Source: an optimization exercise on an open RTL-to-GDS flow (aim: small area and a short achievable clock period). Production flows keep margins and buffers that such runs may drop.
No run shown here included a check of the RTL's function; only the layout flow was run.
Power is estimated from default activity; no workload was simulated.

$ cat design/flow/config.mk
export PLATFORM = sky130hd
export DESIGN_NAME = reduce_prime2r
export DESIGN_NICKNAME = reduce_prime2r
export VERILOG_FILES = /design/flow/design.v
export SDC_FILE = /design/flow/constraint.sdc
export NUM_CORES = 4
export LEC_CHECK = 0
export CAP_MARGIN = 20
export CORE_MARGIN = 2
export CORE_UTILIZATION = 60
export CTS_BUF_LIST = sky130_fd_sc_hd__clkbuf_4 sky130_fd_sc_hd__clkbuf_8
export PLACE_DENSITY = 0.75
export SETUP_SLACK_MARGIN = 2.7
export SLEW_MARGIN = 20
export SYNTH_HIERARCHICAL = 1
$ cat design/flow/constraint.sdc
create_clock -name core_clock -period 5.3 [get_ports {clk}]
set_input_delay 1.0600 -clock core_clock [delete_from_list [all_inputs] [get_ports {clk}]]
set_output_delay 1.0600 -clock core_clock [all_outputs]
set_load 0.01 [all_outputs]
$ cat design/flow/design.v
module reduce_prime2r(
    input               clk,rst_n,
    input [69:0]        c,
    output reg [24:0]   res
    );
  wire n1;
  wire n2;
  wire n3;
  wire n4;
  wire n5;
  wire n6;
  wire n7;
  wire n8;
  wire n9;
  wire n10;
  wire n11;
  wire n12;
  wire n13;
  wire n14;
  wire n15;
  wire n16;
  wire n17;
  wire n18;
  wire n19;
  wire n20;
  wire n21;
  wire n22;
  wire n23;
  wire n24;
  wire n25;
  wire n26;
  wire n27;
  wire n28;
  wire n29;
  wire n30;
  wire n31;
  wire n32;
  wire n33;
  wire n34;
  wire n35;
  wire n36;
  wire n37;
  wire n38;
  wire n39;
  wire n40;
  wire n41;
  wire n42;
  wire n43;
  wire n44;
  wire n45;
  wire n46;
  wire n47;
  wire n48;
  wire n49;
  wire n50;
  wire n51;
  wire n52;
  wire n53;
  wire n54;
  wire n55;
  wire n56;
  wire n57;
  wire n58;
  wire n59;
  wire n60;
  wire n61;
  wire n62;
  wire n63;
  wire n64;
  wire n65;
  wire n66;
  wire n67;
  wire n68;
  wire n69;
  wire n70;
  wire n71;
  wire n72;
  wire n73;
  wire n74;
  wire n75;
  wire n76;
  wire n77;
  wire n78;
  wire n79;
  wire n80;
  wire n81;
  wire n82;
  wire n83;
  wire n84;
  wire n85;
  wire n86;
  wire n87;
  wire n88;
  wire n89;
  wire n90;
  wire n91;
  wire n92;
  wire n93;
  wire n94;
  wire n95;
  wire n96;
  wire n97;
  wire n98;
  wire n99;
  wire n100;
  wire n101;
  wire n102;
  wire n103;
  wire n104;
  wire n105;
  wire n106;
  wire n107;
  wire n108;
  wire n109;
  wire n110;
  wire n111;
  wire n112;
  wire n113;
  wire n114;
  wire n115;
  wire n116;
  wire n117;
  wire n118;
  wire n119;
  wire n120;
  wire n121;
  wire n122;
  wire n123;
  wire n124;
  wire n125;
  wire n126;
  wire n127;
  wire n128;
  wire n129;
  wire n130;
  wire n131;
  wire n132;
  wire n133;
  wire n134;
  wire n135;
  wire n136;
  wire n137;
  wire n138;
  wire n139;
  wire n140;
  wire n141;
  wire n142;
  wire n143;
  wire n144;
  wire n145;
  wire n146;
  wire n147;
  wire n148;
  wire n149;
  wire n150;
  wire n151;
  wire n152;
  wire n153;
  wire n154;
  wire n155;
  wire n156;
  wire n157;
  wire n158;
  wire n159;
  wire n160;
  wire n161;
  wire n162;
  wire n163;
  wire n164;
  wire n165;
  wire n166;
  wire n167;
  wire n168;
  wire n169;
  wire n170;
  wire n171;
  wire n172;
  wire n173;
  wire n174;
  wire n175;
  wire n176;
  wire n177;
  wire n178;
  wire n179;
  wire n180;
  wire n181;
  wire n182;
  wire n183;
  wire n184;
  wire n185;
  wire n186;
  wire n187;
  wire n188;
  wire n189;
  wire n190;
  wire n191;
  wire n192;
  wire n193;
  wire n194;
  wire n195;
  wire n196;
  wire n197;
  wire n198;
  wire n199;
  wire n200;
  wire n201;
  wire n202;
  wire n203;
  wire n204;
  wire n205;
  wire n206;
  wire n207;
  wire n208;
  wire n209;
  wire n210;
  wire n211;
  wire n212;
  wire n213;
  wire n214;
  wire n215;
  wire n216;
  wire n217;
  wire n218;
  wire n219;
  wire n220;
  wire n221;
  wire n222;
  wire n223;
  wire n224;
  wire n225;
  wire n226;
  wire n227;
  wire n228;
  wire n229;
  wire n230;
  wire n231;
  wire n232;
  wire n233;
  wire n234;
  wire n235;
  wire n236;
  wire n237;
  wire n238;
  wire n239;
  wire n240;
  wire n241;
  wire n242;
  wire n243;
  wire n244;
  wire n245;
  wire n246;
  wire n247;
  wire n248;
  wire n249;
  wire n250;
  wire n251;
  wire n252;
  wire n253;
  wire n254;
  wire n255;
  wire n256;
  wire n257;
  wire n258;
  wire n259;
  wire n260;
  wire n261;
  wire n262;
  wire n263;
  wire n264;
  wire n265;
  wire n266;
  wire n267;
  wire n268;
  wire n269;
  wire n270;
  wire n271;
  wire n272;
  wire n273;
  wire n274;
  wire n275;
  wire n276;
  wire n277;
  wire n278;
  wire n279;
  wire n280;
  wire n281;
  wire n282;
  wire n283;
  wire n284;
  wire n285;
  wire n286;
  wire n287;
  wire n288;
  wire n289;
  wire n290;
  wire n291;
  wire n292;
  wire n293;
  wire n294;
  wire n295;
  wire n296;
  wire n297;
  wire n298;
  wire n299;
  wire n300;
  wire n301;
  wire n302;
  wire n303;
  wire n304;
  wire n305;
  wire n306;
  wire n307;
  wire n308;
  wire n309;
  wire n310;
  wire n311;
  wire n312;
  wire n313;
  wire n314;
  wire n315;
  wire n316;
  wire n317;
  wire n318;
  wire n319;
  wire n320;
  wire n321;
  wire n322;
  wire n323;
  wire n324;
  wire n325;
  wire n326;
  wire n327;
  wire n328;
  wire n329;
  wire n330;
  wire n331;
  wire n332;
  wire n333;
  wire n334;
  wire n335;
  wire n336;
  wire n337;
  wire n338;
  wire n339;
  wire n340;
  wire n341;
  wire n342;
  wire n343;
  wire n344;
  assign n1 = ~c[30];
  xor2_cell u_xa1 (.a(c[6]), .b(c[24]), .y(n4));
  xor2_cell u_xb1 (.a(n4), .b(n1), .y(n2));
  maj_cell u_mj1 (.a(c[6]), .b(c[24]), .c(n1), .y(n3));
  assign n5 = ~c[31];
  xor2_cell u_xa2 (.a(c[7]), .b(c[25]), .y(n8));
  xor2_cell u_xb2 (.a(n8), .b(n5), .y(n6));
  maj_cell u_mj2 (.a(c[7]), .b(c[25]), .c(n5), .y(n7));
  assign n9 = ~c[32];
  xor2_cell u_xa3 (.a(c[8]), .b(c[26]), .y(n12));
  xor2_cell u_xb3 (.a(n12), .b(n9), .y(n10));
  maj_cell u_mj3 (.a(c[8]), .b(c[26]), .c(n9), .y(n11));
  assign n13 = ~c[33];
  xor2_cell u_xa4 (.a(c[9]), .b(c[27]), .y(n16));
  xor2_cell u_xb4 (.a(n16), .b(n13), .y(n14));
  maj_cell u_mj4 (.a(c[9]), .b(c[27]), .c(n13), .y(n15));
  assign n17 = ~c[34];
  xor2_cell u_xa5 (.a(c[10]), .b(c[28]), .y(n20));
  xor2_cell u_xb5 (.a(n20), .b(n17), .y(n18));
  maj_cell u_mj5 (.a(c[10]), .b(c[28]), .c(n17), .y(n19));
  assign n21 = ~c[35];
  xor2_cell u_xa6 (.a(c[11]), .b(c[29]), .y(n24));
  xor2_cell u_xb6 (.a(n24), .b(n21), .y(n22));
  maj_cell u_mj6 (.a(c[11]), .b(c[29]), .c(n21), .y(n23));
  assign n25 = ~c[36];
  xor2_cell u_xa7 (.a(c[12]), .b(c[30]), .y(n28));
  xor2_cell u_xb7 (.a(n28), .b(n25), .y(n26));
  maj_cell u_mj7 (.a(c[12]), .b(c[30]), .c(n25), .y(n27));
  assign n29 = ~c[37];
  xor2_cell u_xa8 (.a(c[13]), .b(c[31]), .y(n32));
  xor2_cell u_xb8 (.a(n32), .b(n29), .y(n30));
  maj_cell u_mj8 (.a(c[13]), .b(c[31]), .c(n29), .y(n31));
  assign n33 = ~c[38];
  xor2_cell u_xa9 (.a(c[14]), .b(c[32]), .y(n36));
  xor2_cell u_xb9 (.a(n36), .b(n33), .y(n34));
  maj_cell u_mj9 (.a(c[14]), .b(c[32]), .c(n33), .y(n35));
  assign n37 = ~c[39];
  xor2_cell u_xa10 (.a(c[15]), .b(c[33]), .y(n40));
  xor2_cell u_xb10 (.a(n40), .b(n37), .y(n38));
  maj_cell u_mj10 (.a(c[15]), .b(c[33]), .c(n37), .y(n39));
  assign n41 = ~c[40];
  xor2_cell u_xa11 (.a(c[16]), .b(c[34]), .y(n44));
  xor2_cell u_xb11 (.a(n44), .b(n41), .y(n42));
  maj_cell u_mj11 (.a(c[16]), .b(c[34]), .c(n41), .y(n43));
  assign n45 = ~c[41];
  xor2_cell u_xa12 (.a(c[17]), .b(c[35]), .y(n48));
  xor2_cell u_xb12 (.a(n48), .b(n45), .y(n46));
  maj_cell u_mj12 (.a(c[17]), .b(c[35]), .c(n45), .y(n47));
  assign n49 = ~c[42];
  xor2_cell u_xa13 (.a(c[18]), .b(c[36]), .y(n52));
  xor2_cell u_xb13 (.a(n52), .b(n49), .y(n50));
  maj_cell u_mj13 (.a(c[18]), .b(c[36]), .c(n49), .y(n51));
  assign n53 = ~c[43];
  xor2_cell u_xa14 (.a(c[19]), .b(c[37]), .y(n56));
  xor2_cell u_xb14 (.a(n56), .b(n53), .y(n54));
  maj_cell u_mj14 (.a(c[19]), .b(c[37]), .c(n53), .y(n55));
  assign n57 = ~c[44];
  xor2_cell u_xa15 (.a(c[20]), .b(c[38]), .y(n60));
  xor2_cell u_xb15 (.a(n60), .b(n57), .y(n58));
  maj_cell u_mj15 (.a(c[20]), .b(c[38]), .c(n57), .y(n59));
  assign n61 = ~c[45];
  xor2_cell u_xa16 (.a(c[21]), .b(c[39]), .y(n64));
  xor2_cell u_xb16 (.a(n64), .b(n61), .y(n62));
  maj_cell u_mj16 (.a(c[21]), .b(c[39]), .c(n61), .y(n63));
  assign n65 = ~c[46];
  xor2_cell u_xa17 (.a(c[22]), .b(c[40]), .y(n68));
  xor2_cell u_xb17 (.a(n68), .b(n65), .y(n66));
  maj_cell u_mj17 (.a(c[22]), .b(c[40]), .c(n65), .y(n67));
  assign n69 = ~c[47];
  xor2_cell u_xa18 (.a(c[23]), .b(c[41]), .y(n72));
  xor2_cell u_xb18 (.a(n72), .b(n69), .y(n70));
  maj_cell u_mj18 (.a(c[23]), .b(c[41]), .c(n69), .y(n71));
  assign n73 = c[0] ^ c[24];
  assign n74 = c[0] & ~c[24];
  assign n75 = ~c[48];
  fa_cell u_fa19 (.a(n75), .b(c[42]), .c(n73), .s(n76), .co(n77));
  assign n78 = ~c[25];
  fa_cell u_fa20 (.a(c[1]), .b(n78), .c(c[49]), .s(n79), .co(n80));
  fa_cell u_fa21 (.a(n53), .b(n74), .c(n79), .s(n81), .co(n82));
  assign n83 = ~c[26];
  fa_cell u_fa22 (.a(c[2]), .b(n83), .c(c[50]), .s(n84), .co(n85));
  fa_cell u_fa23 (.a(n57), .b(n80), .c(n84), .s(n86), .co(n87));
  assign n88 = ~c[27];
  fa_cell u_fa24 (.a(c[3]), .b(n88), .c(c[51]), .s(n89), .co(n90));
  fa_cell u_fa25 (.a(n61), .b(n85), .c(n89), .s(n91), .co(n92));
  assign n93 = ~c[28];
  fa_cell u_fa26 (.a(c[4]), .b(n93), .c(c[52]), .s(n94), .co(n95));
  fa_cell u_fa27 (.a(n65), .b(n90), .c(n94), .s(n96), .co(n97));
  assign n98 = ~c[29];
  fa_cell u_fa28 (.a(c[5]), .b(n98), .c(c[53]), .s(n99), .co(n100));
  fa_cell u_fa29 (.a(n69), .b(n95), .c(n99), .s(n101), .co(n102));
  assign n103 = c[54] ^ c[42];
  assign n104 = c[54] | c[42];
  fa_cell u_fa30 (.a(n2), .b(n71), .c(n100), .s(n105), .co(n106));
  assign n107 = ~n103;
  fa_cell u_fa31 (.a(n107), .b(n105), .c(n102), .s(n108), .co(n109));
  fa_cell u_fa32 (.a(n75), .b(c[55]), .c(c[43]), .s(n110), .co(n111));
  fa_cell u_fa33 (.a(n104), .b(n6), .c(n3), .s(n112), .co(n113));
  fa_cell u_fa34 (.a(n110), .b(n106), .c(n112), .s(n114), .co(n115));
  assign n116 = ~c[49];
  fa_cell u_fa35 (.a(n116), .b(c[56]), .c(c[44]), .s(n117), .co(n118));
  fa_cell u_fa36 (.a(n10), .b(n7), .c(n111), .s(n119), .co(n120));
  fa_cell u_fa37 (.a(n117), .b(n113), .c(n119), .s(n121), .co(n122));
  assign n123 = ~c[50];
  fa_cell u_fa38 (.a(n123), .b(c[57]), .c(c[45]), .s(n124), .co(n125));
  fa_cell u_fa39 (.a(n14), .b(n11), .c(n118), .s(n126), .co(n127));
  fa_cell u_fa40 (.a(n124), .b(n120), .c(n126), .s(n128), .co(n129));
  assign n130 = ~c[51];
  fa_cell u_fa41 (.a(n130), .b(c[58]), .c(c[46]), .s(n131), .co(n132));
  fa_cell u_fa42 (.a(n18), .b(n15), .c(n125), .s(n133), .co(n134));
  fa_cell u_fa43 (.a(n131), .b(n127), .c(n133), .s(n135), .co(n136));
  assign n137 = ~c[52];
  fa_cell u_fa44 (.a(n137), .b(c[59]), .c(c[47]), .s(n138), .co(n139));
  fa_cell u_fa45 (.a(n22), .b(n19), .c(n132), .s(n140), .co(n141));
  fa_cell u_fa46 (.a(n138), .b(n134), .c(n140), .s(n142), .co(n143));
  assign n144 = ~c[53];
  fa_cell u_fa47 (.a(c[48]), .b(n144), .c(c[60]), .s(n145), .co(n146));
  fa_cell u_fa48 (.a(n26), .b(n23), .c(n139), .s(n147), .co(n148));
  fa_cell u_fa49 (.a(n145), .b(n141), .c(n147), .s(n149), .co(n150));
  assign n151 = ~c[54];
  fa_cell u_fa50 (.a(c[49]), .b(n151), .c(c[61]), .s(n152), .co(n153));
  fa_cell u_fa51 (.a(n30), .b(n27), .c(n146), .s(n154), .co(n155));
  fa_cell u_fa52 (.a(n152), .b(n148), .c(n154), .s(n156), .co(n157));
  assign n158 = ~c[55];
  fa_cell u_fa53 (.a(c[50]), .b(n158), .c(c[62]), .s(n159), .co(n160));
  fa_cell u_fa54 (.a(n34), .b(n31), .c(n153), .s(n161), .co(n162));
  fa_cell u_fa55 (.a(n159), .b(n155), .c(n161), .s(n163), .co(n164));
  assign n165 = ~c[56];
  fa_cell u_fa56 (.a(c[51]), .b(n165), .c(c[63]), .s(n166), .co(n167));
  fa_cell u_fa57 (.a(n38), .b(n35), .c(n160), .s(n168), .co(n169));
  fa_cell u_fa58 (.a(n166), .b(n162), .c(n168), .s(n170), .co(n171));
  assign n172 = ~c[57];
  fa_cell u_fa59 (.a(c[52]), .b(n172), .c(c[64]), .s(n173), .co(n174));
  fa_cell u_fa60 (.a(n42), .b(n39), .c(n167), .s(n175), .co(n176));
  fa_cell u_fa61 (.a(n173), .b(n169), .c(n175), .s(n177), .co(n178));
  assign n179 = ~c[58];
  fa_cell u_fa62 (.a(c[53]), .b(n179), .c(c[65]), .s(n180), .co(n181));
  fa_cell u_fa63 (.a(n46), .b(n43), .c(n174), .s(n182), .co(n183));
  fa_cell u_fa64 (.a(n180), .b(n176), .c(n182), .s(n184), .co(n185));
  assign n186 = ~c[59];
  fa_cell u_fa65 (.a(c[54]), .b(n186), .c(c[66]), .s(n187), .co(n188));
  fa_cell u_fa66 (.a(n50), .b(n47), .c(n181), .s(n189), .co(n190));
  fa_cell u_fa67 (.a(n187), .b(n183), .c(n189), .s(n191), .co(n192));
  assign n193 = ~c[60];
  fa_cell u_fa68 (.a(c[55]), .b(n193), .c(c[67]), .s(n194), .co(n195));
  fa_cell u_fa69 (.a(n54), .b(n51), .c(n188), .s(n196), .co(n197));
  fa_cell u_fa70 (.a(n194), .b(n190), .c(n196), .s(n198), .co(n199));
  assign n200 = ~c[61];
  fa_cell u_fa71 (.a(c[56]), .b(n200), .c(c[68]), .s(n201), .co(n202));
  fa_cell u_fa72 (.a(n58), .b(n55), .c(n195), .s(n203), .co(n204));
  fa_cell u_fa73 (.a(n201), .b(n197), .c(n203), .s(n205), .co(n206));
  assign n207 = ~c[62];
  fa_cell u_fa74 (.a(c[57]), .b(n207), .c(c[69]), .s(n208), .co(n209));
  fa_cell u_fa75 (.a(n62), .b(n59), .c(n202), .s(n210), .co(n211));
  fa_cell u_fa76 (.a(n208), .b(n204), .c(n210), .s(n212), .co(n213));
  assign n214 = c[58] ^ c[63];
  assign n215 = c[58] & ~c[63];
  fa_cell u_fa77 (.a(n66), .b(n63), .c(n209), .s(n216), .co(n217));
  assign n218 = ~n214;
  fa_cell u_fa78 (.a(n218), .b(n211), .c(n216), .s(n219), .co(n220));
  assign n221 = c[59] ^ c[64];
  assign n222 = c[59] & ~c[64];
  fa_cell u_fa79 (.a(n215), .b(n70), .c(n67), .s(n223), .co(n224));
  assign n225 = ~n221;
  fa_cell u_fa80 (.a(n225), .b(n217), .c(n223), .s(n226), .co(n227));
  assign n228 = c[60] ^ c[65];
  assign n229 = n228;
  assign n230 = n222 ^ n229;
  assign n231 = n230 ^ n224;
  assign n232 = c[0] | ~c[24];
  gpn_cell u_gp1 (.a(c[1]), .b(~c[25]), .ng(n233), .nt(n234));
  gpn_cell u_gp2 (.a(c[2]), .b(~c[26]), .ng(n235), .nt(n236));
  gpn_cell u_gp3 (.a(c[3]), .b(~c[27]), .ng(n237), .nt(n238));
  gpn_cell u_gp4 (.a(c[4]), .b(~c[28]), .ng(n239), .nt(n240));
  gpn_cell u_gp5 (.a(c[5]), .b(~c[29]), .ng(n241), .nt(n242));
  gpn_cell u_gp7 (.a(n6), .b(n3), .ng(n243), .nt(n244));
  gpn_cell u_gp8 (.a(n10), .b(n7), .ng(n245), .nt(n246));
  gpn_cell u_gp9 (.a(n14), .b(n11), .ng(n247), .nt(n248));
  gpn_cell u_gp10 (.a(n18), .b(n15), .ng(n249), .nt(n250));
  gpn_cell u_gp11 (.a(n22), .b(n19), .ng(n251), .nt(n252));
  gpn_cell u_gp12 (.a(n26), .b(n23), .ng(n253), .nt(n254));
  gpn_cell u_gp13 (.a(n30), .b(n27), .ng(n255), .nt(n256));
  gpn_cell u_gp14 (.a(n34), .b(n31), .ng(n257), .nt(n258));
  gpn_cell u_gp15 (.a(n38), .b(n35), .ng(n259), .nt(n260));
  gpn_cell u_gp16 (.a(n42), .b(n39), .ng(n261), .nt(n262));
  gpn_cell u_gp17 (.a(n46), .b(n43), .ng(n263), .nt(n264));
  gpn_cell u_gp18 (.a(n50), .b(n47), .ng(n265), .nt(n266));
  gpn_cell u_gp19 (.a(n54), .b(n51), .ng(n267), .nt(n268));
  gpn_cell u_gp20 (.a(n58), .b(n55), .ng(n269), .nt(n270));
  gpn_cell u_gp21 (.a(n62), .b(n59), .ng(n271), .nt(n272));
  gpn_cell u_gp22 (.a(n66), .b(n63), .ng(n273), .nt(n274));
  gpn_cell u_gp23 (.a(n70), .b(n67), .ng(n275), .nt(n276));
  assign n277 = ~n233 | (~n234 & n232);
  assign n278 = ~n234 & 1'b1;
  assign n279 = ~n237 | (~n238 & ~n235);
  assign n280 = ~n238 & ~n236;
  assign n281 = ~n241 | (~n242 & ~n239);
  assign n282 = ~n242 & ~n240;
  assign n283 = ~n235 | (~n236 & n277);
  assign n284 = ~n236 & n278;
  assign n285 = n279 | (n280 & n277);
  assign n286 = n280 & n278;
  assign n287 = ~n239 | (~n240 & n285);
  assign n288 = ~n240 & n286;
  assign n289 = n281 | (n282 & n285);
  assign n290 = n282 & n286;
  assign n291 = ~n243 | (~n244 & 1'b0);
  assign n292 = ~n244 & n2;
  assign n293 = ~n247 | (~n248 & ~n245);
  assign n294 = ~n248 & ~n246;
  assign n295 = ~n251 | (~n252 & ~n249);
  assign n296 = ~n252 & ~n250;
  assign n297 = ~n255 | (~n256 & ~n253);
  assign n298 = ~n256 & ~n254;
  assign n299 = ~n245 | (~n246 & n291);
  assign n300 = ~n246 & n292;
  assign n301 = n293 | (n294 & n291);
  assign n302 = n294 & n292;
  assign n303 = ~n253 | (~n254 & n295);
  assign n304 = ~n254 & n296;
  assign n305 = n297 | (n298 & n295);
  assign n306 = n298 & n296;
  assign n307 = ~n249 | (~n250 & n301);
  assign n308 = ~n250 & n302;
  assign n309 = n295 | (n296 & n301);
  assign n310 = n296 & n302;
  assign n311 = n303 | (n304 & n301);
  assign n312 = n304 & n302;
  assign n313 = n305 | (n306 & n301);
  assign n314 = n306 & n302;
  assign n315 = ~n259 | (~n260 & ~n257);
  assign n316 = ~n260 & ~n258;
  assign n317 = ~n263 | (~n264 & ~n261);
  assign n318 = ~n264 & ~n262;
  assign n319 = ~n267 | (~n268 & ~n265);
  assign n320 = ~n268 & ~n266;
  assign n321 = ~n271 | (~n272 & ~n269);
  assign n322 = ~n272 & ~n270;
  assign n323 = ~n275 | (~n276 & ~n273);
  assign n324 = ~n276 & ~n274;
  assign n325 = ~n261 | (~n262 & n315);
  assign n326 = ~n262 & n316;
  assign n327 = n317 | (n318 & n315);
  assign n328 = n318 & n316;
  assign n329 = ~n269 | (~n270 & n319);
  assign n330 = ~n270 & n320;
  assign n331 = n321 | (n322 & n319);
  assign n332 = n322 & n320;
  assign n333 = ~n265 | (~n266 & n327);
  assign n334 = ~n266 & n328;
  assign n335 = n319 | (n320 & n327);
  assign n336 = n320 & n328;
  assign n337 = n329 | (n330 & n327);
  assign n338 = n330 & n328;
  assign n339 = n331 | (n332 & n327);
  assign n340 = n332 & n328;
  assign n341 = ~n273 | (~n274 & n339);
  assign n342 = ~n274 & n340;
  assign n343 = n323 | (n324 & n339);
  assign n344 = n324 & n340;
  wire [24:0] wa = {n227, n220, n213, n206, n199, n192, n185, n178, n171, n164, n157, n150, n143, n136, n129, n122, n115, n109, n108, n97, n92, n87, n82, n77, n71};
  wire [24:0] wb = {n231, n226, n219, n212, n205, n198, n191, n184, n177, n170, n163, n156, n149, n142, n135, n128, n121, n114, 1'b0, n101, n96, n91, n86, n81, n76};
  wire wdg0 = n289;
  wire wdg1 = n313;
  wire wdp1 = n314;
  wire wdg2 = n343;
  wire wdp2 = n344;
  reg [24:0] ra, rb;
  reg rdg0, rdg1, rdp1, rdg2, rdp2;
  always @(posedge clk) begin
    ra <= wa; rb <= wb; rdg0 <= wdg0; rdg1 <= wdg1; rdp1 <= wdp1; rdg2 <= wdg2; rdp2 <= wdp2;
  end
  wire m1;
  wire m2;
  wire m3;
  wire m4;
  wire m5;
  wire m6;
  wire m7;
  wire m8;
  wire m9;
  wire m10;
  wire m11;
  wire m12;
  wire m13;
  wire m14;
  wire m15;
  wire m16;
  wire m17;
  wire m18;
  wire m19;
  wire m20;
  wire m21;
  wire m22;
  wire m23;
  wire m24;
  wire m25;
  wire m26;
  wire m27;
  wire m28;
  wire m29;
  wire m30;
  wire m31;
  wire m32;
  wire m33;
  wire m34;
  wire m35;
  wire m36;
  wire m37;
  wire m38;
  wire m39;
  wire m40;
  wire m41;
  wire m42;
  wire m43;
  wire m44;
  wire m45;
  wire m46;
  wire m47;
  wire m48;
  wire m49;
  wire m50;
  wire m51;
  wire m52;
  wire m53;
  wire m54;
  wire m55;
  wire m56;
  wire m57;
  wire m58;
  wire m59;
  wire m60;
  wire m61;
  wire m62;
  wire m63;
  wire m64;
  wire m65;
  wire m66;
  wire m67;
  wire m68;
  wire m69;
  wire m70;
  wire m71;
  wire m72;
  wire m73;
  wire m74;
  wire m75;
  wire m76;
  wire m77;
  wire m78;
  wire m79;
  wire m80;
  wire m81;
  wire m82;
  wire m83;
  wire m84;
  wire m85;
  wire m86;
  wire m87;
  wire m88;
  wire m89;
  wire m90;
  wire m91;
  wire m92;
  wire m93;
  wire m94;
  wire m95;
  wire m96;
  wire m97;
  wire m98;
  wire m99;
  wire m100;
  wire m101;
  wire m102;
  wire m103;
  wire m104;
  wire m105;
  wire m106;
  wire m107;
  wire m108;
  wire m109;
  wire m110;
  wire m111;
  wire m112;
  wire m113;
  wire m114;
  wire m115;
  wire m116;
  wire m117;
  wire m118;
  wire m119;
  wire m120;
  wire m121;
  wire m122;
  wire m123;
  wire m124;
  wire m125;
  wire m126;
  wire m127;
  wire m128;
  wire m129;
  wire m130;
  wire m131;
  wire m132;
  wire m133;
  wire m134;
  wire m135;
  wire m136;
  wire m137;
  wire m138;
  wire m139;
  wire m140;
  wire m141;
  wire m142;
  wire m143;
  wire m144;
  wire m145;
  wire m146;
  wire m147;
  wire m148;
  wire m149;
  wire m150;
  wire m151;
  wire m152;
  wire m153;
  wire m154;
  wire m155;
  wire m156;
  wire m157;
  wire m158;
  wire m159;
  wire m160;
  wire m161;
  wire m162;
  wire m163;
  wire m164;
  wire m165;
  wire m166;
  assign m1 = (rdg2 | (rdp2 & (rdg1 | (rdp1 & rdg0))));
  assign m2 = ~ra[0] ^ ~rb[0];
  assign m3 = ~ra[0] & ~rb[0];
  assign m4 = ~ra[1] ^ rb[1];
  assign m5 = ~ra[1] & rb[1];
  assign m6 = ra[2] ^ rb[2];
  assign m7 = ra[2] & rb[2];
  assign m8 = ra[3] ^ rb[3];
  assign m9 = ra[3] & rb[3];
  assign m10 = ra[4] ^ rb[4];
  assign m11 = ra[4] & rb[4];
  assign m12 = ra[5] ^ rb[5];
  assign m13 = ra[5] & rb[5];
  assign m14 = ra[7] ^ rb[7];
  assign m15 = ra[7] & rb[7];
  assign m16 = ra[8] ^ rb[8];
  assign m17 = ra[8] & rb[8];
  assign m18 = ra[9] ^ rb[9];
  assign m19 = ra[9] & rb[9];
  assign m20 = ra[10] ^ rb[10];
  assign m21 = ra[10] & rb[10];
  assign m22 = ra[11] ^ rb[11];
  assign m23 = ra[11] & rb[11];
  assign m24 = ra[12] ^ rb[12];
  assign m25 = ra[12] & rb[12];
  assign m26 = ra[13] ^ rb[13];
  assign m27 = ra[13] & rb[13];
  assign m28 = ra[14] ^ rb[14];
  assign m29 = ra[14] & rb[14];
  assign m30 = ra[15] ^ rb[15];
  assign m31 = ra[15] & rb[15];
  assign m32 = ra[16] ^ rb[16];
  assign m33 = ra[16] & rb[16];
  assign m34 = ra[17] ^ rb[17];
  assign m35 = ra[17] & rb[17];
  assign m36 = ra[18] ^ rb[18];
  assign m37 = ra[18] & rb[18];
  assign m38 = ra[19] ^ rb[19];
  assign m39 = ra[19] & rb[19];
  assign m40 = ra[20] ^ rb[20];
  assign m41 = ra[20] & rb[20];
  assign m42 = ra[21] ^ rb[21];
  assign m43 = ra[21] & rb[21];
  assign m44 = ra[22] ^ rb[22];
  assign m45 = ra[22] & rb[22];
  assign m46 = ra[23] ^ rb[23];
  assign m47 = ra[23] & rb[23];
  assign m48 = m5 | (m4 & m3);
  assign m49 = m4 & m2;
  assign m50 = m9 | (m8 & m7);
  assign m51 = m8 & m6;
  assign m52 = m13 | (m12 & m11);
  assign m53 = m12 & m10;
  assign m54 = m7 | (m6 & m48);
  assign m55 = m6 & m49;
  assign m56 = m50 | (m51 & m48);
  assign m57 = m51 & m49;
  assign m58 = m11 | (m10 & m56);
  assign m59 = m10 & m57;
  assign m60 = m52 | (m53 & m56);
  assign m61 = m53 & m57;
  assign m62 = m3 | (m2 & ~m1);
  assign m63 = m48 | (m49 & ~m1);
  assign m64 = m54 | (m55 & ~m1);
  assign m65 = m56 | (m57 & ~m1);
  assign m66 = m58 | (m59 & ~m1);
  assign m67 = m60 | (m61 & ~m1);
  assign m68 = ra[6] | m60;
  assign m69 = ra[6] & (m60 | m61);
  assign m70 = m1 ? m68 : m69;
  assign m71 = m17 | (m16 & m15);
  assign m72 = m16 & m14;
  assign m73 = m21 | (m20 & m19);
  assign m74 = m20 & m18;
  assign m75 = m25 | (m24 & m23);
  assign m76 = m24 & m22;
  assign m77 = m29 | (m28 & m27);
  assign m78 = m28 & m26;
  assign m79 = m33 | (m32 & m31);
  assign m80 = m32 & m30;
  assign m81 = m37 | (m36 & m35);
  assign m82 = m36 & m34;
  assign m83 = m41 | (m40 & m39);
  assign m84 = m40 & m38;
  assign m85 = m45 | (m44 & m43);
  assign m86 = m44 & m42;
  assign m87 = m73 | (m74 & m71);
  assign m88 = m74 & m72;
  assign m89 = m77 | (m78 & m75);
  assign m90 = m78 & m76;
  assign m91 = m81 | (m82 & m79);
  assign m92 = m82 & m80;
  assign m93 = m85 | (m86 & m83);
  assign m94 = m86 & m84;
  assign m95 = m89 | (m90 & m87);
  assign m96 = m90 & m88;
  assign m97 = m93 | (m94 & m91);
  assign m98 = m94 & m92;
  assign m99 = m97 | (m98 & m95);
  assign m100 = m98 & m96;
  assign m101 = m91 | (m92 & m95);
  assign m102 = m92 & m96;
  assign m103 = m75 | (m76 & m87);
  assign m104 = m76 & m88;
  assign m105 = m79 | (m80 & m95);
  assign m106 = m80 & m96;
  assign m107 = m83 | (m84 & m101);
  assign m108 = m84 & m102;
  assign m109 = m19 | (m18 & m71);
  assign m110 = m18 & m72;
  assign m111 = m23 | (m22 & m87);
  assign m112 = m22 & m88;
  assign m113 = m27 | (m26 & m103);
  assign m114 = m26 & m104;
  assign m115 = m31 | (m30 & m95);
  assign m116 = m30 & m96;
  assign m117 = m35 | (m34 & m105);
  assign m118 = m34 & m106;
  assign m119 = m39 | (m38 & m101);
  assign m120 = m38 & m102;
  assign m121 = m43 | (m42 & m107);
  assign m122 = m42 & m108;
  assign m123 = m47 | (m46 & m99);
  assign m124 = m46 & m100;
  assign m125 = m15 | (m14 & m70);
  assign m126 = m71 | (m72 & m70);
  assign m127 = m109 | (m110 & m70);
  assign m128 = m87 | (m88 & m70);
  assign m129 = m111 | (m112 & m70);
  assign m130 = m103 | (m104 & m70);
  assign m131 = m113 | (m114 & m70);
  assign m132 = m95 | (m96 & m70);
  assign m133 = m115 | (m116 & m70);
  assign m134 = m105 | (m106 & m70);
  assign m135 = m117 | (m118 & m70);
  assign m136 = m101 | (m102 & m70);
  assign m137 = m119 | (m120 & m70);
  assign m138 = m107 | (m108 & m70);
  assign m139 = m121 | (m122 & m70);
  assign m140 = m99 | (m100 & m70);
  assign m141 = m123 | (m124 & m70);
  assign m142 = m2 ^ ~m1;
  assign m143 = m4 ^ m62;
  assign m144 = m6 ^ m63;
  assign m145 = m8 ^ m64;
  assign m146 = m10 ^ m65;
  assign m147 = m12 ^ m66;
  assign m148 = ra[6] ^ m1 ^ m67;
  assign m149 = m14 ^ m70;
  assign m150 = m16 ^ m125;
  assign m151 = m18 ^ m126;
  assign m152 = m20 ^ m127;
  assign m153 = m22 ^ m128;
  assign m154 = m24 ^ m129;
  assign m155 = m26 ^ m130;
  assign m156 = m28 ^ m131;
  assign m157 = m30 ^ m132;
  assign m158 = m32 ^ m133;
  assign m159 = m34 ^ m134;
  assign m160 = m36 ^ m135;
  assign m161 = m38 ^ m136;
  assign m162 = m40 ^ m137;
  assign m163 = m42 ^ m138;
  assign m164 = m44 ^ m139;
  assign m165 = m46 ^ m140;
  assign m166 = ra[24] ^ rb[24] ^ m1 ^ m141;
  wire [24:0] sum = {m166, m165, m164, m163, m162, m161, m160, m159, m158, m157, m156, m155, m154, m153, m152, m151, m150, m149, m148, m147, m146, m145, m144, m143, m142};
  always @(posedge clk or negedge rst_n)
    if (!rst_n) res <= 25'd0;
    else res <= sum;
endmodule
module fa_cell(input a, b, c, output s, co);
  assign s = a ^ b ^ c;
  assign co = (a & b) | (a & c) | (b & c);
endmodule
module gpn_cell(input a, b, output ng, nt);
  assign ng = ~(a & b);
  assign nt = ~(a | b);
endmodule
module xor2_cell(input a, b, output y);
  assign y = a ^ b;
endmodule
module maj_cell(input a, b, c, output y);
  assign y = (a & b) | (a & c) | (b & c);
endmodule
$ cat design/flow/flow/run.sh
#!/bin/bash
set -euo pipefail
export BUFFER_PORTS_ARGS="-buffer_cell sky130_fd_sc_hd__buf_1"
bash standard.sh > standard_flow.log 2>&1
$ cat design/flow/standard.sh
#!/bin/bash
# synth_recipe.tcl (not shown) runs the flow's synth.tcl, then flattens the netlist and writes it again
# the make line also repeats each setting of config.mk as NAME=value (left out here)
make -C /OpenROAD-flow-scripts/flow DESIGN_CONFIG=/design/flow/config.mk WORK_HOME=/design/flow/orfs CLKGATE_MAP_FILE= SYNTH_SCRIPT=/design/flow/synth_recipe.tcl "${@:-finish}"
==> out/metrics.sh, run 1 <==
POST-DP-HPWL_UM=9360
SYNTH.DISTINCT_CELLS=37
WORST_PATH_LARGEST_CELL_DELAY_NS=0.51
SYNTH-SEQ-AREA-SHARE_PCT=33.6
FILLER_CELL_COUNT=594
CRITICAL_PATH.SLOWEST_CELL='fa_1'
WORST_SLEW_MARGIN_REL_PCT=69.7
TIMING.CRITICAL_PATH.ARRIVAL_NS=2.77
SYNTH-EDFF-COUNT=0
VDD_DROP_MAX_V=0.000185
BUFFER_PORTS.INSERTED=96
POST_SYNTH_INSTANCE_AREA_MM2=0.00508
NUM_ROWS=33
LAYOUT.NETS=736
TIMING.FINAL.CRIT_SHARE_PCT=48.2
POWER.DENSITY_mW_PER_MM2=466
CRIT_PATH_CELL_TRACE='buf_1, xor2_1, xor2_1, fa_1, fa_1'
AREAGROWTHSYNTHTOFINISH_PCT=16.3
OUTCOME='finished clean'
CELL_COUNT_AFTER_PLACEMENT=662
INITIAL_UTILIZATION_PCT=61.8
MAXIMUM_NUMBER_OF_PINS_ON_ONE_NET_BEFORE_GLOBAL_ROUTE_REPAIR=26
SYNTH-SEQ-CELLS=79
SYNTHESIS_WARNINGS=7
POST_CTS_HOLD_BUFFER_COUNT=0
GRT_PASS1_VIAS=3566
VIA_COUNT=3574
CLKSLEWWORSTSETUPHOLDPATHS_NS=0.08
DOMINANTREGCELLSYNTH='dfxtp_1'
WORSTMARGINPINSLEW_NS=0.450
TOTALNEGATIVESETUPSLACK_NS=0
PLACE.GP.CONGESTION=0.935
MAX_CAP_VIOL_COUNT=0
GRT_SETUP_UNREPAIRED='yes'
GR-USAGE-ALL-LAYERS_PCT=26.5
POST_SYNTH_ARST_SHARE_PCT=31.6
FP.DIEH_UM=96.0
SYNTH_TOP_AREA_SHARE_PCT=25.2
ANTENNA_LEFT=0
TOTAL_NETS_AFTER_SYNTHESIS=624
FLOORPLAN.IO_PINS=97
TIMING.CRITICAL_PATH.FROM_TYPE='input port'
END_KIND='flip-flop'
SYNTH.TOP_CELLS.BY_AREA='fa_1, dfxtp_1, dfrtp_1'
FINAL_CELL_MIX='buf_1, fa_1, dfxtp_1'
WORSTPATHREQUIRED_NS=5.52
CLOCK_TREE_ROOT_DRIVER_CELL='clkbuf_8'
NUMBER_OF_BUFFERS_INSERTED_DURING_CLOCK_TREE_SYNTHESIS=9
CRITICAL_PATH.N_BUFFERS_INVERTERS=1
TRITONCTS_CLOCK_TREE='done'
DESIGN.DIE.AREA_MM2=0.00922
FP.DIEW_UM=96.0
GRT_PASS1_WL_UM=17800
WORST_HOLD_SLACK_NS=0.515
POST_DRT_WL_PER_CELL_UM=16.4
REPORT.FINAL.SLEW_VIOL_COUNT=0
NUMBER_OF_CLOCK_SINKS_SEEN_BY_CTS=79
FMAX_MHz=392
HOLDCRITPATHCLASS='flip-flop to flip-flop'
FIN_CRIT_NS=2.55
VIAS_PER_CELL=5.24
POWER_LEAKAGE_nW=2.59
REMAINING_DRC_ERRORS=0
HOLD_VIOL=0
CTS-ROOT-TO-SINK-BUFFERS=2
GRT_ANTENNA_BEFORE_REPAIR=0
DRIVE_ABOVE_1_SHARE_PCT=11.8
DRT-INITIAL-DRC-COUNT=163
PATH_MAX_FANOUT=3
FINAL_CELL_COUNT_NO_FILL=682
GRT_OVERFLOW_TOTAL=0
ROUTE.FINAL.WIRE_LENGTH_UM=11200
LEVEL_COUNT_OF_THE_CLOCK_H_TREE=3
PATH_DELAY_FAMILY='adder cells'
MOST_COMMON_CELL_AFTER_LAYOUT_FILL_AND_TAPS_ASIDE='buf_1'
SETUP_VIOL_COUNT_FINAL=0
POST_SYNTH.CELL_AREA_AVG_UM2=11.0
FIN_SKEW_NS=0.0107
SYN-INSTANCE-COUNT=460
CLKLATENCYLATEPIN_NS=0.34
CELL_TYPE_CONTRIBUTING_THE_MOST_TOTAL_CELL_AREA_AFTER_SYNTHESIS='fa_1'
PATH_CLASS='input port to flip-flop'
FIRSTDRTPASSITERS=4
FP.COREAREA_MM2=0.00822
N_ANTENNA_CELL=0
-- cells by family (layout without fill, tap and decap cells) --
group / count (synthesis) / in the layout / synth area share [%]
simple gates: 98 / 98 / 8.99
compound gates: 58 / 58 / 6.60
xor+xnor: 63 / 63 / 10.9
fa+ha+maj: 110 / 110 / 36.1
flops: 79 / 79 / 33.6
buf+inv: 52 / 169 / 3.84
-- cells in the mapped netlist, types with 4 or more instances --
| library cell | instances |
|---|---|
| nor2b_1 | 6 |
| xor2_1 | 47 |
| a21oi_1 | 22 |
| nor3_1 | 4 |
| xnor2_1 | 16 |
| nor2_1 | 36 |
| inv_1 | 52 |
| fa_1 | 64 |
| dfxtp_1 | 54 |
| o21ai_0 | 19 |
| ha_1 | 28 |
| maj3_2 | 18 |
| nand2_1 | 29 |
| o21a_1 | 4 |
| nand2b_1 | 6 |
| dfrtp_1 | 25 |
-- power breakdown --
group | internal, W | switching, W
clock network | 0.000225 | 0.000219
registers | 0.000860 | 0.0000824
logic | 0.000602 | 0.000765
total | 0.00169 | 0.00107
-- Yosys stat by module (local to each module, per instance) --
module / cells inside / area (um2) / flip-flops and latches / copies in the design
fa_cell: 1 / 20.0 / 0 / 62
gpn_cell: 2 / 7.51 / 0 / 22
maj_cell: 1 / 11.3 / 0 / 18
reduce_prime2r: 300 / 3160 / 79 / 1
xor2_cell: 1 / 8.76 / 0 / 36
-- worst paths after layout --
kind | start | endpoint | slack (ns) | cells past startpoint
max reg2reg | ra[3] | res[17] | 2.87 | 9
min in group asynchronous | rst_n | res[6] | 0.69 | 2
max | c[41] | rb[23] | 2.75 | 5
max in group asynchronous | rst_n | res[12] | 4.37 | 2
min reg2reg | ra[6] | res[6] | 0.51 | 1
min | ra[6] | res[6] | 0.51 | 1
-- cell type report --
| cell class | instances | area, um2 | area share, % |
|---|---|---|---|
| timing repair buffer | 101 | 410 | 6.95 |
| sequential | 79 | 1710 | 28.9 |
| clock inverter | 6 | 67.6 | 1.14 |
| clock buffer | 10 | 131 | 2.22 |
| tap | 105 | 131 | 2.22 |
| multi-input combinational | 329 | 3260 | 55.3 |
| inverter | 52 | 195 | 3.31 |
-- state kept, by name, indices dropped and copies added, names as in the netlist --
name  count
rb       24
res      25
rdp1      1
rdg0      1
rdg1      1
ra       25
rdg2      1
rdp2      1
-- timing repair --
action / CTS / global route
cloned: 0 / 0
buffers inserted: 3 / 1
endpoints found under the setup margin: 2 / 15
pin swaps: 3 / 5
resized for setup: 5 / 21
-- layer usage --
metal  global-route usage [%]  wire (um)  vias to the layer above
met3                     3.76        523                       11
met2                     43.3       5560                      122
li1                         -          -                     1701
met5                        0          0                        -
met4                     8.21        165                        0
met1                     36.9       4960                     1740
-- through the flow --
step / total power (W) / cell area, um2 / utilization (%) / setup slack [ns]
final: 0.00275 / 5910 / 71.9 / 2.75
after global routing: 0.00299 / 5910 / 71.9 / 2.65
after CTS: 0.00274 / 5820 / 70.9 / 2.69
after detailed placement: 0.00228 / 5580 / 67.9 / 2.12
after global placement: 0.00222 / 5580 / 67.9 / 2.23
after floorplan: 0.00191 / 5080 / - / 2.73
-- worst register-to-register path, cell delays in order, from the launching register on --
cell and delay [ns]:
dfxtp_1 0.32, ha_1 0.36, a21oi_2 0.19, o21ai_1 0.10
or3_1 0.41, and2_4 0.18, a221o_1 0.36, o21ai_0 0.17
nand2b_1 0.09, xor2_1 0.14
==> run 2, diff against run 1 <==
--- a/design/flow/config.mk
+++ b/design/flow/config.mk
@@ -11,5 +11,5 @@
 export CTS_BUF_LIST = sky130_fd_sc_hd__clkbuf_4 sky130_fd_sc_hd__clkbuf_8
 export PLACE_DENSITY = 0.75
-export SETUP_SLACK_MARGIN = 2.7
+export SETUP_SLACK_MARGIN = 2.8
 export SLEW_MARGIN = 20
 export SYNTH_HIERARCHICAL = 1
==> run 2 against run 1 <==
- critical path type unchanged
- fmax barely moved
- register-to-register slack worse by 0.05 ns
- final cell count rose by 0.44%
- clock power increased by 12%
- still clean
- synthesized area unchanged
- hold slack gained 0.015 ns
- final area is 4.9% higher
- global-route usage increased by 1.8 points
- sequential share of layout area is 1.3 points lower
- combinational power rose by 8%
- clock skew down 0.0031 ns
- via count up 1.1%
==> out/metrics.sh, run 2 <==
VIAS_PER_CELL=5.28  # +0.70%
CTS-ROOT-TO-SINK-BUFFERS=2  # unchanged
N_ANTENNA_CELL=0  # unchanged
SYN-INSTANCE-COUNT=460  # unchanged
CLKSLEWWORSTSETUPHOLDPATHS_NS=0.08  # about the same
CLKLATENCYLATEPIN_NS=0.34  # about the same
SYNTH.TOP_CELLS.BY_AREA='fa_1, dfxtp_1, dfrtp_1'
FLOORPLAN.IO_PINS=97  # unchanged
MULTIINPUTGATEAREA_MM2=0.00346  # +6.1%
ROUTE.FINAL.WIRE_LENGTH_UM=12200  # +9.3%
TOTALNEGATIVESETUPSLACK_NS=0  # unchanged
POWER_LEAKAGE_nW=2.66  # +2.6%
FIN_CRIT_NS=2.55  # -0.0000400 ns
POST_SYNTH.CELL_AREA_AVG_UM2=11.0  # unchanged
FINAL_CELL_MIX='buf_1, dfxtp_1, inv_1'
SYNTH-EDFF-COUNT=0  # unchanged
DESIGN.DIE.AREA_MM2=0.00922  # unchanged
FP.COREAREA_MM2=0.00822  # unchanged
SYNTH-SEQ-AREA-SHARE_PCT=33.6  # unchanged
INITIAL_UTILIZATION_PCT=61.8  # unchanged
PLACE.GP.CONGESTION=0.895  # -4.2%
POST_SYNTH_INSTANCE_AREA_MM2=0.00508  # unchanged
LARGESTREGISTERS='ra (25), res (25), rb (24)'
WORSTMARGINPINSLEW_NS=0.524  # +0.0742 ns
FINAL_UTIL_PCT=75.4  # +3.5 points
LEVEL_COUNT_OF_THE_CLOCK_H_TREE=3  # unchanged
LAYOUT.NETS=739  # +0.41%
REGAREA_MM2=0.00171  # +0.22%
WORSTHOLDPATHCELLS=1  # unchanged
POST-DP-HPWL_UM=10200  # +9.2%
SYNTH_COMMON_CELLS='fa_1, dfxtp_1, inv_1'
REPORT.FINAL.SLEW_VIOL_COUNT=0  # unchanged
VIA_COUNT=3615  # +1.1%
TIMING.CRITICAL_PATH.ARRIVAL_NS=2.76  # about the same
MOST_COMMON_CELL_AFTER_LAYOUT_FILL_AND_TAPS_ASIDE='buf_1'
GRT_SETUP_UNREPAIRED='yes'
PATH_MAX_FANOUT=3  # unchanged
BUFFER_PORTS.INSERTED=96  # unchanged
PATH_CLASS='input port to flip-flop'
SYNTHESIS_WARNINGS=7  # unchanged
DRT-INITIAL-DRC-COUNT=153  # -6.1%
FIRSTDRTPASSITERS=5  # +1
ANTENNA_LEFT=0  # unchanged
MAX_CAP_VIOL_COUNT=0  # unchanged
TRITONCTS_CLOCK_TREE='done'
AREAGROWTHSYNTHTOFINISH_PCT=22.0
SYNTH_TOP_AREA_SHARE_PCT=25.2  # unchanged
WORSTPATHREQUIRED_NS=5.51  # about the same
FP.DIEW_UM=96.0  # unchanged
SETUP_SLACK_NS=2.75  # +0.0000400 ns
NUM_ROWS=33  # unchanged
OUTCOME='finished clean'
FMAX_MHz=392  # about the same
CELL_TYPE_CONTRIBUTING_THE_MOST_TOTAL_CELL_AREA_AFTER_SYNTHESIS='fa_1'
TOTAL_POWER_W=0.00293  # +6.5%
DP_WORST_SETUP_SLACK_NS=2.30  # +0.179 ns
SYNTH.DISTINCT_CELLS=37  # unchanged
GRT_OVERFLOW_TOTAL=0  # unchanged
REMAINING_DRC_ERRORS=0  # unchanged
MOST_INSTANTIATED_LIBRARY_CELL_AFTER_SYNTHESIS='fa_1'
POWER.DENSITY_mW_PER_MM2=473  # +1.5%
WORST_SLEW_MARGIN_REL_PCT=64.7  # -5.0 points
NUMBER_OF_BUFFERS_INSERTED_DURING_CLOCK_TREE_SYNTHESIS=9  # unchanged
FP.DIEH_UM=96.0  # unchanged
TIMING.FINAL.CRIT_SHARE_PCT=48.2  # about the same
POST_DRT_WL_PER_CELL_UM=17.9  # +8.8%
HOLDCRITPATHCLASS='flip-flop to flip-flop'
END_KIND='flip-flop'
FILLER_CELL_COUNT=571  # -3.9%
HOLD_VIOL=0  # unchanged
CLOCK_TREE_ROOT_DRIVER_CELL='clkbuf_8'
NUMBER_OF_CLOCK_SINKS_SEEN_BY_CTS=79  # unchanged
GR-USAGE-ALL-LAYERS_PCT=28.3  # +1.8 points
POST_CTS_HOLD_BUFFER_COUNT=0  # unchanged
GRT_PASS1_WL_UM=18800  # +5.7%
SETUP_VIOL_COUNT_FINAL=0  # unchanged
DOMINANTREGCELLSYNTH='dfxtp_1'
SYNTH-SEQ-CELLS=79  # unchanged
GRT_ANTENNA_BEFORE_REPAIR=1  # +1
POST_SYNTH_ARST_SHARE_PCT=31.6  # unchanged
DRIVE_ABOVE_1_SHARE_PCT=21.4  # +9.6 points
FIN_SKEW_NS=0.00755  # -0.00310 ns
VDD_DROP_MAX_V=0.000214  # +16%
RR_WORST_DEPTH=9  # unchanged
GRT_PASS1_VIAS=3785  # +6.1%
TIMING.CRITICAL_PATH.FROM_TYPE='input port'
MAXIMUM_NUMBER_OF_PINS_ON_ONE_NET_BEFORE_GLOBAL_ROUTE_REPAIR=26  # unchanged
TOTAL_NETS_AFTER_SYNTHESIS=624  # unchanged
run 2: through the flow:
step	hold WS, ns	cell area (um2)	instances
after floorplan	0.471	5120	460
after global placement	0.513	5620	662
after detailed placement	0.521	5620	662
after CTS	0.526	5920	681
after global routing	0.553	6200	685
final	0.530	6200	685
run 2: modules after synthesis, one instance, submodules excluded:
module / copies in the design / cell area (um2) / cells inside
fa_cell: 62 / 20.0 / 1
maj_cell: 18 / 11.3 / 1
xor2_cell: 36 / 8.76 / 1
gpn_cell: 22 / 7.51 / 2
reduce_prime2r: 1 / 3160 / 300
run 2: area by class of cell:
type	count	area share (%)
Sequential cell	79	27.6
Inverter	52	3.15
Timing Repair Buffer	104	7.61
Multi-Input combinational cell	329	55.9
Clock buffer	10	2.12
Tap cell	105	2.12
Clock inverter	6	1.51
run 2: kinds of logic (layout without fill, tap and decap cells):
| kind of cell | after synthesis | in the layout | share of synthesized area [%] |
|---|---|---|---|
| and+or+nand+nor | 98 | 98 | 8.99 |
| buffers and inverters | 52 | 172 | 3.84 |
| xor gates and xnor gates | 63 | 63 | 10.9 |
| adders and majority gates | 110 | 110 | 36.1 |
| AOI/OAI and AO/OA | 58 | 58 | 6.60 |
| DFF | 79 | 79 | 33.6 |
run 2: repair_timing:
item,in CTS,in global routing
pin swaps,4,23
endpoints found under the setup margin,17,22
gates cloned,0,0
gates resized for setup,14,68
buffers inserted,3,4
run 2: worst paths after layout:
kind / from / endpoint / slack [ns]
setup / recovery: c[32] / rb[14] / 2.75
hold / removal: ra[6] / res[6] / 0.53
setup reg to reg: ra[4] / res[18] / 2.82
hold reg to reg: ra[6] / res[6] / 0.53
max in group asynchronous: rst_n / res[14] / 4.37
min in group asynchronous: rst_n / res[1] / 0.68
run 2: where the power goes:
| group | internal (W) | switching (W) | leakage [nW] |
|---|---|---|---|
| clock network | 0.000274 | 0.000226 | 0.110 |
| registers | 0.000861 | 0.0000938 | 0.746 |
| logic | 0.000641 | 0.000836 | 1.80 |
run 2: critical path, stage by stage:
cell	delay (ns)
buf_6	0.10
xor2_2	0.16
xor2_1	0.16
buf_4	0.15
buf_4	0.13
fa_1	0.55
fa_1	0.44
run 2: layer usage:
metal  vias to the layer above  share of wire [%]  GRT usage, %
met4                         2                1.5          6.90
li1                       1695                  -             -
met2                       131                 50          47.9
met1                      1770                 43          37.5
met5                         -               0.13             0
met3                        17                5.6          5.72

==> what the ideal ports hide <==
Ports are ideal in the flow. The routed layouts listed here were re-timed in OpenROAD.
Step 1, drivers: a clkbuf_16 drives clk and a buf_2 each remaining input, both assumed.
Step 2, shift: input delay + t, output delay - t, t = (earliest + latest rising clock arrival at the registers) / 2. This alone moves slack from input paths to output paths.
Slacks: ideal / step 1 / step 2; pairs: ideal / step 1.
run | shift t [ns] | setup slack, ns | worst setup path after step 2
run 1 | 0.361 | 2.748 / 2.748 / 2.387 | input to register
run 2 | 0.368 | 2.748 / 2.747 / 2.379 | input to register
After both steps every run listed still meets setup and hold. The setup slack of run 2, which loses most, moves by -0.001 ns with the drivers and by -0.369 ns with both steps.
